This design comes from an exercise in tuning for small area on the open sky130 flow, not from production work. Only simulation tests tie the RTL to the original design; equivalence was not proved. The clock port is modelled as an ideal driver; clocking choices that lean on that would not hold on a real chip. No activity file was given, so power comes from the tool's default toggle rates.

== before ==
// buck_v1_0
module buck_v1_0 #(
  parameter model_data_width = 25,
  parameter model_decimal_width = 16
)(
  input aclk,
  input resetn,
  input clock_enable,
  input pwm,
  input signed [model_data_width-1:0] input_voltage,
  input signed [model_data_width-1:0] period_inductor,
  input signed [model_data_width-1:0] period_capacitor,
  input signed [model_data_width-1:0] inverse_resistor,
  output reg signed [model_data_width-1:0] inductor_current,
  output reg signed [model_data_width-1:0] capacitor_current,
  output reg signed [model_data_width-1:0] output_current,
  output reg signed [model_data_width-1:0] output_voltage
);
  reg  [2:0] ph;    
  reg  [5:0] it;    
  reg        p;     
  reg        c1;    
  reg        c2;    
  wire idle = ph[2] & (ph[1] | ph[0]);
  wire run  = ~idle;
  wire ph0 = (ph == 3'd0);
  wire ph1 = (ph == 3'd1);
  wire ph2 = (ph == 3'd2);
  wire ph3 = (ph == 3'd3);
  wire ph4 = (ph == 3'd4);
  wire it_last = it[5] & it[3];               
  wire it_hi   = it[5] | it[4];               
  wire it_lo   = ~it[5] & ~(it[4] & it[3]);   
  always @(posedge aclk)
    if (!resetn)
      ph <= 3'd7;
    else if (clock_enable) begin
      ph <= 3'd0;
      p <= pwm;
    end else if (run & it_last)
      ph <= ph + 3'd1;
  always @(posedge aclk)
    if (clock_enable)
      it <= 6'd0;
    else if (it_last)
      it <= ph3 ? 6'd16 : 6'd0;
    else
      it <= it + 6'd1;
  wire [31:0] vin_ext = {{7{input_voltage[24]}}, input_voltage};
  wire a2 = p & (it[5] ? input_voltage[24] : vin_ext[it[4:0]]);
  wire b2 = ~output_voltage[0];
  wire dv = a2 ^ b2 ^ c2;
  always @(posedge aclk)
    if (!ph1)
      c2 <= 1'b1;
    else if (it_lo)
      c2 <= (a2 & b2) | (a2 & c2) | (b2 & c2);
  wire x  = ph1 ? dv : ph2 ? output_current[0] : output_voltage[0];
  wire gx = x & (ph0 | ph3);
  ...
Size in the first run: roughly 380 cells after synthesis, roughly 200 I/O pins, roughly 0.0045 sq mm of cells after synthesis.
clock: 28.0 ns
lec_check: 0
abc_area: 1
cap_margin: 20
core_margin: 2
core_utilization: 65
slew_margin: 20
standard.sh (not shown) runs the stock make flow with config.mk's settings and CLKGATE_MAP_FILE= SYNTH_SCRIPT=/design/flow/synth_recipe.tcl, a recipe that flattens the netlist after the stock synthesis.
==> flow/flow/run.sh <==
#!/bin/bash
# Layout flow: the standard ORFS flow (standard.sh) with changes that only
# affect which cells implement the logic, not the design or its constraints:
#  1. synthesis maps the combinational logic with an area-oriented ABC script
#     (flow/abc_area.script); flip-flops come from the standard steps;
#  2. after synthesis, chains of full adders fed through inverters are
#     flipped to the other polarity (flow/fixfa.py) and the combinational
#     logic around them is re-mapped with ABC (flow/remap.ys); registers,
#     their names and cell types are untouched;
#  3. ports are buffered with the smallest buffer (buf_1);
#  4. CTS uses clkbuf_8 without dummy loads; each clock buffer is then sized
#     to the smallest clkbuf that keeps the clock edge fast (flow/post_cts.tcl).
# Each tool's output goes to a log_*.txt file in the work folder.
set -euo pipefail
W=$PWD
R=$W/orfs/results/sky130hd/buck_v1_0/base
YOSYS=$FLOW_HOME/../tools/install/yosys/bin/yosys
rm -rf "$W/scripts_area"
cp -r "$FLOW_HOME/scripts" "$W/scripts_area"
cp "$W/flow/abc_area.script" "$W/scripts_area/abc_area.script"
bash standard.sh SCRIPTS_DIR="$W/scripts_area" "$R/1_2_yosys.v" > "$W/log_synth.txt" 2>&1
cp "$R/1_2_yosys.v" "$W/synth_standard_abc.v"
python3 "$W/flow/fixfa.py" "$R/1_2_yosys.v" "$W/remap_in.v" > "$W/log_fixfa.txt" 2>&1
cp "$W/flow/abc_area.script" "$W/abc_area.script"
"$YOSYS" -s "$W/flow/remap.ys" > "$W/log_remap.txt" 2>&1
cp "$W/remap_out.v" "$R/1_2_yosys.v"
bash standard.sh synth > "$W/log_synth_odb.txt" 2>&1
export BUFFER_PORTS_ARGS="-buffer_cell sky130_fd_sc_hd__buf_1"
export CTS_ARGS="-sink_clustering_enable -repair_clock_nets -dont_use_dummy_load -buf_list {sky130_fd_sc_hd__clkbuf_8}"
export POST_CTS_TCL="$W/flow/post_cts.tcl"
bash standard.sh finish > "$W/log_finish.txt" 2>&1
Other scripts of this flow, unchanged in this note and not shown: flow/flow/abc_area.script, flow/flow/fixfa.py, flow/flow/post_cts.tcl, flow/flow/remap.ys
### before -> after
- changing SLEW_MARGIN from 20 to 5
- setting GPL_TIMING_DRIVEN to 0 for the first time
- changing CAP_MARGIN from 20 to 5
## What came out
The area of all placed cells without fillers was comparable across before and after.
The switching fraction of total power of after falls short of that of before by 0.24 points.
after has final net count below what before had.
Slack of the worst reg-to-reg path delta (after − before): unfavourable
Compared to before, the router laid down more metal wire for after.


The RTL this note starts from:
==> flow/design.v <==
module buck_v1_0 #(
  parameter model_data_width = 25,
  parameter model_decimal_width = 16
)(
  input aclk,
  input resetn,
  input clock_enable,
  input pwm,
  input signed [model_data_width-1:0] input_voltage,
  input signed [model_data_width-1:0] period_inductor,
  input signed [model_data_width-1:0] period_capacitor,
  input signed [model_data_width-1:0] inverse_resistor,
  output reg signed [model_data_width-1:0] inductor_current,
  output reg signed [model_data_width-1:0] capacitor_current,
  output reg signed [model_data_width-1:0] output_current,
  output reg signed [model_data_width-1:0] output_voltage
);
  reg  [2:0] ph;    
  reg  [5:0] it;    
  reg        p;     
  reg        c1;    
  reg        c2;    
  wire idle = ph[2] & (ph[1] | ph[0]);
  wire run  = ~idle;
  wire ph0 = (ph == 3'd0);
  wire ph1 = (ph == 3'd1);
  wire ph2 = (ph == 3'd2);
  wire ph3 = (ph == 3'd3);
  wire ph4 = (ph == 3'd4);
  wire it_last = it[5] & it[3];               
  wire it_hi   = it[5] | it[4];               
  wire it_lo   = ~it[5] & ~(it[4] & it[3]);   
  always @(posedge aclk)
    if (!resetn)
      ph <= 3'd7;
    else if (clock_enable) begin
      ph <= 3'd0;
      it <= 6'd0;
      p <= pwm;
    end else if (run) begin
      if (it_last) begin
        ph <= ph + 3'd1;
        it <= ph3 ? 6'd16 : 6'd0;
      end else
        it <= it + 6'd1;
    end
  wire [4:0] vidx = it_lo ? it[4:0] : 5'd24;
  wire a2 = p & input_voltage[vidx];
  wire b2 = ~output_voltage[0];
  wire dv = a2 ^ b2 ^ c2;
  always @(posedge aclk)
    if (!ph1)
      c2 <= 1'b1;
    else if (it_lo)
      c2 <= (a2 & b2) | (a2 & c2) | (b2 & c2);
  wire x  = ph1 ? dv : ph2 ? output_current[0] : output_voltage[0];
  wire gx = x & (ph0 | ph3);
  wire lx = x & ph1;
  wire cx = x & ph2;
  wire [24:0] ppn = ~((inverse_resistor & {25{gx}}) |
                      (period_inductor  & {25{lx}}) |
                      (period_capacitor & {25{cx}}));
  wire [24:0] q = capacitor_current;
  wire [24:0] s;
  wire [25:0] cy;
  assign cy[0] = 1'b1;
  genvar k;
  generate
    for (k = 0; k < 25; k = k + 1) begin : g_add
      assign s[k] = q[k] ^ ppn[k] ^ cy[k];
      assign cy[k+1] = (q[k] & ppn[k]) | (q[k] & cy[k]) | (ppn[k] & cy[k]);
    end
  endgenerate
  wire s25 = q[24] ^ ppn[24] ^ cy[25];
  wire ob = s[0];    
  wire sub = ~ph0;
  wire a1 = ph2 ? output_voltage[0] : ph3 ? 1'b0 : inductor_current[0];
  wire b1 = (ph4 ? output_current[0] : ob) ^ sub;
  wire sum1 = a1 ^ b1 ^ c1;
  always @(posedge aclk)
    if (clock_enable)
      c1 <= 1'b0;
    else if (it_last)
      c1 <= 1'b1;
    else if (it_hi)
      c1 <= (a1 & b1) | (a1 & c1) | (b1 & c1);
    else
      c1 <= ((c1 ^ sub) | ob) ^ sub;
  wire acc_clr = clock_enable | (run & it_last & ~ph[2] & ~(ph[1] & ph[0]));
  wire ic_hold = resetn & ~clock_enable & idle;
  wire ic_load = resetn & ~acc_clr & run;
  wire [24:0] ic_next = {(ph4 ? sum1 : s25), s[24:1]};
  always @(posedge aclk)
    capacitor_current <= ({25{ic_hold}} & capacitor_current) |
                         ({25{ic_load}} & ic_next);
  wire il_en = run & it_hi & (ph0 | ph1 | ph4);
  wire il_in = ph1 ? sum1 : inductor_current[0];
  always @(posedge aclk)
    inductor_current <= ({25{resetn & ~il_en}} & inductor_current) |
                        ({25{resetn & il_en}} & {il_in, inductor_current[24:1]});
  wire vo_en = run & (ph2 ? it_hi : (~ph[2] & (it_lo | it_last)));
  wire vo_in = ph2 ? sum1 : output_voltage[0];
  always @(posedge aclk)
    output_voltage <= ({25{resetn & ~vo_en}} & output_voltage) |
                      ({25{resetn & vo_en}} & {vo_in, output_voltage[24:1]});
  wire io_en = run & (ph2 | (it_hi & ~ph1));
  wire io_in = (ph0 | ph3) ? sum1 : ph2 ? output_current[24] : output_current[0];
  always @(posedge aclk)
    output_current <= ({25{resetn & ~io_en}} & output_current) |
                      ({25{resetn & io_en}} & {io_in, output_current[24:1]});
endmodule
export LEC_CHECK = 0
export ABC_AREA = 1
export CAP_MARGIN = 20
export CORE_MARGIN = 2
export CORE_UTILIZATION = 65
export SLEW_MARGIN = 20
create_clock -name core_clock -period 28.0 [get_ports {aclk}]
==> flow/flow/run.sh <==
#!/bin/bash
# Layout flow: the standard ORFS flow with three changes that only affect
# how cells are chosen, not the design or its constraints:
#  1. synthesis maps the combinational logic with an area-oriented ABC script
#     (flow/abc_area.script); flip-flops are mapped by the standard steps;
#  2. ports are buffered with the smallest buffer (buf_1);
#  3. CTS uses small clock buffers and no dummy loads.
set -euo pipefail
W=$PWD
rm -rf "$W/scripts_area"
cp -r "$FLOW_HOME/scripts" "$W/scripts_area"
cp "$W/flow/abc_area.script" "$W/scripts_area/abc_area.script"
bash standard.sh SCRIPTS_DIR="$W/scripts_area" synth > "$W/log_synth.txt" 2>&1
export BUFFER_PORTS_ARGS="-buffer_cell sky130_fd_sc_hd__buf_1"
export CTS_ARGS="-sink_clustering_enable -repair_clock_nets -dont_use_dummy_load -buf_list {sky130_fd_sc_hd__clkbuf_4 sky130_fd_sc_hd__clkbuf_8}"
bash standard.sh finish > "$W/log_finish.txt" 2>&1
==> flow/flow/abc_area.script <==
strash
&get -n
&dch -f
&nf -a -R 1000
&put
topo
The first run completed with no timing, DRC or antenna violations.
Then changed:
--- a/flow/config.mk
+++ b/flow/config.mk
@@ -9,4 +9,4 @@
 export CAP_MARGIN = 20
 export CORE_MARGIN = 2
-export CORE_UTILIZATION = 65
+export CORE_UTILIZATION = 40
 export SLEW_MARGIN = 20
=> The changed run finished with timing, DRC and antenna clean. Worst hold slack got worse by 13 ps. Power is about the same. Sequential power barely changes. Cell count increases by about 6%. Setup slack got worse by 15 ps. Synthesized area stays the same. Routed wire length decreases by 0.35%. First-iteration DRC count decreases by 11%. Clock-buffer cell count does not change. Maximum frequency stays flat. Utilization decreases by 32 points.

==> afterwards: timing with drivers on the ports <==
Ports are ideal in the flow. The routed layouts listed here were re-timed in OpenROAD. Step 1, drivers: a clkbuf_16 drives aclk and a buf_2 each remaining input, both assumed. Step 2 moves the port delays by t, midway between the first and last clock arrival at a register: inputs arrive t later, outputs are due t later. That takes back most of the time a late clock gives input paths. a / b / c = ideal ports / drivers / drivers and shift; a / b = the first two.
| run | shift t [ns] | slack for setup (ns) | clock arrival spread, ns |
|---|---|---|---|
| before | 0.356 | 9.307 / 9.325 / 8.969 | 0.022 / 0.022 |
| after | 0.355 | 8.771 / 8.783 / 8.428 | 0.013 / 0.013 |
| the first run of note 2 | 0.385 | 10.068 / 10.069 / 9.684 | 0.051 / 0.051 |
| the second run of note 2 | 0.394 | 10.052 / 10.062 / 9.667 | 0.055 / 0.055 |
After both steps setup and hold are still met in every run listed. The setup slack of the second run of note 2, which loses most, moves by +0.010 ns with the drivers and by -0.385 ns with both steps.
